Context: an optimization exercise on an open-source flow, tuned for small area. The choices shown serve that exercise and are no tape-out recipe. In this exercise RTL edits were held to simulation tests only and were not proved equivalent to the original. Power is estimated from default activity; no workload was simulated.

== job 7837 ==
==> flow/design.v (excerpt) <==
module filter_fir(input clk, input rst, input signed [15:0] din, output signed [15:0] dout);
For scale: roughly 2700 cells after synthesis, about 1300 flip-flops, roughly 0.045 sq mm of cells after synthesis.
Settings: LEC_CHECK=0, CAP_MARGIN=0, CORE_MARGIN=2, CORE_UTILIZATION=40, GPL_ROUTABILITY_DRIVEN=0, GPL_TIMING_DRIVEN=0, SLEW_MARGIN=0, SYNTH_HIERARCHICAL=1; clock period 6.5 ns.
standard.sh (not shown) runs the stock make flow with config.mk's settings and CLKGATE_MAP_FILE= SYNTH_SCRIPT=/design/flow/synth_recipe.tcl, a recipe that flattens the netlist after the stock synthesis.
==> flow/flow/run.sh <==
#!/bin/bash
# The standard layout (standard.sh) with the clock tree built without dummy load cells
# and the port buffers made of the smallest buffer cell.
set -euo pipefail
CTS="-sink_clustering_enable -repair_clock_nets -dont_use_dummy_load -sink_clustering_size 19 -sink_clustering_max_diameter 58 -buf_list {sky130_fd_sc_hd__clkbuf_2 sky130_fd_sc_hd__clkbuf_4 sky130_fd_sc_hd__clkbuf_8}"
bash standard.sh "CTS_ARGS=$CTS" "BUFFER_PORTS_ARGS=-buffer_cell sky130_fd_sc_hd__buf_1" finish > standard_flow.log 2>&1
Job 7837: done, clean on timing, DRC and antenna
For job 1561, these inputs were changed with respect to job 7837:
-- flow/config.mk --
<<< job 7837, line 8
export CAP_MARGIN = 0
>>> job 1561, line 8
export CAP_MARGIN = 5
<<< job 7837, line 11
export GPL_ROUTABILITY_DRIVEN = 0
export GPL_TIMING_DRIVEN = 0
export SLEW_MARGIN = 0
>>> job 1561, line 11
export SLEW_MARGIN = 5
--- outcome ---
Power: job 1561 vs job 7837, no meaningful difference. Job 1561: clock network fraction of design power is 0.2 points lower than what job 7837 reported. Comparing job 7837 and job 1561, hold slack is lower on job 1561. Compared with job 7837, job 1561 shows via count that has gone up slightly. Diff job 7837 and job 1561: post-CTS resize count lower in job 1561. When job 1561 is set beside job 7837, its number of standard cells in the final layout excluding fillers turns out to be 23 larger. There was hardly any difference in area taken by flip-flops and latches between job 7837 and job 1561. [compare] base=job 7837 new=job 1561: placement-stage worst setup slack now larger; fraction of the cycle the final worst path needs fell by 1.7 points; count of clock-net buffers in the final layout decreased by 2 relative to the old numbers.
Changes in job 9644 relative to job 1561:
-- flow/flow/run.sh --
<<< job 1561, line 5
CTS="-sink_clustering_enable -repair_clock_nets -dont_use_dummy_load -sink_clustering_size 19 -sink_clustering_max_diameter 58 -buf_list {sky130_fd_sc_hd__clkbuf_2 sky130_fd_sc_hd__clkbuf_4 sky130_fd_sc_hd__clkbuf_8}"
>>> job 9644, line 5
CTS="-sink_clustering_enable -repair_clock_nets -dont_use_dummy_load -sink_clustering_size 19 -sink_clustering_max_diameter 58 -sink_clustering_levels 2 -buf_list {sky130_fd_sc_hd__clkbuf_2 sky130_fd_sc_hd__clkbuf_4 sky130_fd_sc_hd__clkbuf_8}"
-- flow/config.mk --
<<< job 1561, line 8
export CAP_MARGIN = 5
>>> job 9644, line 8
export CAP_MARGIN = 0
<<< job 1561, line 11
export SLEW_MARGIN = 5
>>> job 9644, line 11
export GPL_ROUTABILITY_DRIVEN = 0
export GPL_TIMING_DRIVEN = 0
export SLEW_MARGIN = 0
[summary]
- In the metrics for job 1561 and job 9644, the one carrying the higher global-route usage is job 1561.
- From job 1561 to job 9644 the numbers moved as follows: worst-skew pair later-pin latency rose by 0.02 ns; multi-input gate share of the layout cell area stayed essentially flat; power dissipated in the clock network rose by about 1%.
- [job 9644] post-CTS resize count rose 3 relative to job 1561
- Between job 1561 and job 9644, the wire length is higher for job 1561.
- Of job 1561 and job 9644, job 1561 shows the higher average wire per standard cell, with job 9644 below it.
The inputs of job 5598 differ from those of job 9644 as listed below.
-- flow/flow/run.sh --
<<< job 9644, line 5
CTS="-sink_clustering_enable -repair_clock_nets -dont_use_dummy_load -sink_clustering_size 19 -sink_clustering_max_diameter 58 -sink_clustering_levels 2 -buf_list {sky130_fd_sc_hd__clkbuf_2 sky130_fd_sc_hd__clkbuf_4 sky130_fd_sc_hd__clkbuf_8}"
>>> job 5598, line 5
CTS="-sink_clustering_enable -repair_clock_nets -dont_use_dummy_load -sink_clustering_size 19 -sink_clustering_max_diameter 55 -buf_list {sky130_fd_sc_hd__clkbuf_4 sky130_fd_sc_hd__clkbuf_8}"
-- flow/config.mk --
<<< job 9644, line 8
export CAP_MARGIN = 0
>>> job 5598, line 8
export CAP_MARGIN = 20
<<< job 9644, line 11
export GPL_ROUTABILITY_DRIVEN = 0
export GPL_TIMING_DRIVEN = 0
export SLEW_MARGIN = 0
>>> job 5598, line 11
export PLACE_DENSITY = 0.75
export SLEW_MARGIN = 20
Results
- Re proportion of power drawn by flip-flops and latches: job 5598 and job 9644 aren't equal, and the lower value belongs to job 9644.
- The maximum clock frequency of job 5598 is higher than that of job 9644.
- Min total power across job 5598 and job 9644: job 5598

Starting RTL as in the previous note.
Settings: LEC_CHECK=0, CAP_MARGIN=20, CORE_MARGIN=2, CORE_UTILIZATION=40, SLEW_MARGIN=20, SYNTH_HIERARCHICAL=1; clock period 6.5 ns.
==> flow/flow/run.sh <==
#!/bin/bash
# The standard layout (standard.sh) with the clock tree built without dummy load cells
# and the port buffers made of the smallest buffer cell.
set -euo pipefail
CTS="-sink_clustering_enable -repair_clock_nets -dont_use_dummy_load -sink_clustering_size 19 -sink_clustering_max_diameter 58 -buf_list {sky130_fd_sc_hd__clkbuf_2 sky130_fd_sc_hd__clkbuf_4 sky130_fd_sc_hd__clkbuf_8}"
bash standard.sh "CTS_ARGS=$CTS" "BUFFER_PORTS_ARGS=-buffer_cell sky130_fd_sc_hd__buf_1" finish > standard_flow.log 2>&1
Then changed:
--- a/flow/config.mk
+++ b/flow/config.mk
@@ -7,6 +7,8 @@
 export LEC_CHECK = 0
-export CAP_MARGIN = 20
+export CAP_MARGIN = 0
+export CELL_PAD_IN_SITES_DETAIL_PLACEMENT = 0
+export CELL_PAD_IN_SITES_GLOBAL_PLACEMENT = 0
 export CORE_MARGIN = 2
 export CORE_UTILIZATION = 40
-export SLEW_MARGIN = 20
+export SLEW_MARGIN = 0
 export SYNTH_HIERARCHICAL = 1
Power stays flat. Combinational power stays flat. First-iteration DRC count shrinks by 4.2%. Routed wire length is about the same.
Then changed:
==> flow/config.mk (replaced) <==
export PLATFORM = sky130hd
export DESIGN_NAME = filter_fir
export DESIGN_NICKNAME = filter_fir
export VERILOG_FILES = /design/flow/design.v
export SDC_FILE = /design/flow/constraint.sdc
export NUM_CORES = 8
export LEC_CHECK = 0
export CAP_MARGIN = 20
export CORE_MARGIN = 2
export CORE_UTILIZATION = 55
export PLACE_DENSITY = 0.65
export SLEW_MARGIN = 20
export SYNTH_HIERARCHICAL = 1
Fmax rose by 0.62%.
Sequential power is about the same.
Sequential share of layout area went up by 0.49 points.
Hold slack got worse by 16 ps.
Clock power increases by about 3%.
Register-to-register slack is better by 40 ps.
Design area shrinks by 0.93%.
Die area shrinks by 27%.
Then changed:
--- a/flow/config.mk
+++ b/flow/config.mk
@@ -7,7 +7,6 @@
 export LEC_CHECK = 0
-export CAP_MARGIN = 20
+export CAP_MARGIN = 0
 export CORE_MARGIN = 2
-export CORE_UTILIZATION = 55
-export PLACE_DENSITY = 0.65
-export SLEW_MARGIN = 20
+export CORE_UTILIZATION = 40
+export SLEW_MARGIN = 0
 export SYNTH_HIERARCHICAL = 1
Result: Synthesized area is unchanged; worst setup slack gets worse by 38 ps; die area is higher by well over a third; global-route usage is lower by 6.1 points; design area is higher slightly; wire length is higher by a few percent; register-to-register slack gets worse by 40 ps; first-iteration DRC count is higher by a few percent; cell count is higher by roughly a tenth; total power is lower slightly; utilization is lower by 16 points.

main:
Another version of the RTL of filter_fir (not shown whole).
For scale: about 3,300 cells after synthesis, about 1,300 flip-flops, roughly 48,000 um2 of cells after synthesis.
Settings: LEC_CHECK=0, CAP_MARGIN=20, CORE_MARGIN=2, CORE_UTILIZATION=40, CTS_BUF_LIST=sky130_fd_sc_hd__clkbuf_2 sky130_fd_sc_hd__clkbuf_4 sky130_fd_sc_hd__clkbuf_8, CTS_CLUSTER_DIAMETER=60, CTS_CLUSTER_SIZE=20, SLEW_MARGIN=20, SYNTH_HIERARCHICAL=1; clock period 6.5 ns.
run.sh (not shown) runs the stock make flow with config.mk's settings and CLKGATE_MAP_FILE= SYNTH_SCRIPT=/design/flow/synth_recipe.tcl, a recipe that flattens the netlist after the stock synthesis.
Stock flow here: none of the scripts above is used.
main: full flow OK, the timing, design-rule and antenna checks passed
## Diff of input files: the feature branch against main
==> flow/flow/run.sh (new file) <==
#!/bin/bash
set -euo pipefail
CTS="-sink_clustering_enable -repair_clock_nets -dont_use_dummy_load -sink_clustering_size 20 -sink_clustering_max_diameter 60 -buf_list {sky130_fd_sc_hd__clkbuf_2 sky130_fd_sc_hd__clkbuf_4 sky130_fd_sc_hd__clkbuf_8}"
bash standard.sh "CTS_ARGS=$CTS" "BUFFER_PORTS_ARGS=-buffer_cell sky130_fd_sc_hd__buf_1" finish > standard_flow.log 2>&1
==> flow/standard.sh (new file) <==
#!/bin/bash
# synth_recipe.tcl (not shown) runs the flow's synth.tcl, then flattens the netlist and writes it again
# the make line also repeats each setting of config.mk as NAME=value (left out here)
make -C /OpenROAD-flow-scripts/flow DESIGN_CONFIG=/design/flow/config.mk WORK_HOME=/design/flow/orfs CLKGATE_MAP_FILE= SYNTH_SCRIPT=/design/flow/synth_recipe.tcl "${@:-finish}"
removed: flow/run.sh
[summary]
[compare] base=main new=the feature branch: hold slack now smaller, total wire length held, count of nets after finishing essentially unchanged, critical path depth closely matched the old numbers.
Comparing the feature branch against main, there is no change at all in hold buffer count at cts.
Cmp the feature branch vs main: final antenna diode count higher in the feature branch
main → the feature branch: routed length on met1 ~0 delta; global-route usage -0.18 points.
The feature branch: area of all placed cells without fillers lower than main
The feature branch vs main: highest clock frequency the design can meet down

==> port drivers added, routing unchanged <==
The flow's constraints put no driver on any port. The routed layouts listed below were extracted and timed again, unchanged, in two steps. Step 1 sets driving cells, clkbuf_16 on the clock port and buf_2 on the other inputs (assumed; they add their load-dependent delay and slew). Step 2 adds t to the input delays and takes it off the output delays; t is the mean of the earliest and latest rising clock arrival at the registers after step 1. Input paths then give back, and output paths get back, about the clock's delay inside the block. Slacks: ideal ports / drivers / drivers and shift; pairs: ideal ports / drivers.
| run | t, ns | setup slack, ns | worst hold slack (ns) | worst data-port slew with drivers (ns) |
|---|---|---|---|---|
| job 7837 | 0.791 | 0.193 / 0.193 / 0.193 | 0.271 / 0.271 / 0.271 | 0.07 |
| job 1561 | 0.781 | 0.301 / 0.301 / 0.301 | 0.261 / 0.261 / 0.261 | 0.04 |
| job 9644 | 0.791 | 0.193 / 0.193 / 0.193 | 0.271 / 0.271 / 0.271 | 0.07 |
| job 5598 | 0.787 | 0.300 / 0.300 / 0.300 | 0.270 / 0.270 / 0.270 | 0.05 |
| the first run of note 2 | 0.789 | 0.236 / 0.236 / 0.236 | 0.228 / 0.228 / 0.228 | 0.04 |
| the second run of note 2 | 0.781 | 0.301 / 0.301 / 0.301 | 0.261 / 0.261 / 0.261 | 0.04 |
| the third run of note 2 | 0.754 | 0.339 / 0.339 / 0.339 | 0.245 / 0.245 / 0.245 | 0.04 |
| the fourth run of note 2 | 0.781 | 0.301 / 0.301 / 0.301 | 0.261 / 0.261 / 0.261 | 0.04 |
| main | 0.905 | 0.657 / 0.657 / 0.657 | 0.318 / 0.318 / 0.318 | 0.04 |
| the feature branch | 0.855 | 0.411 / 0.411 / 0.411 | 0.247 / 0.247 / 0.247 | 0.04 |
After both steps every run listed still meets setup and hold.
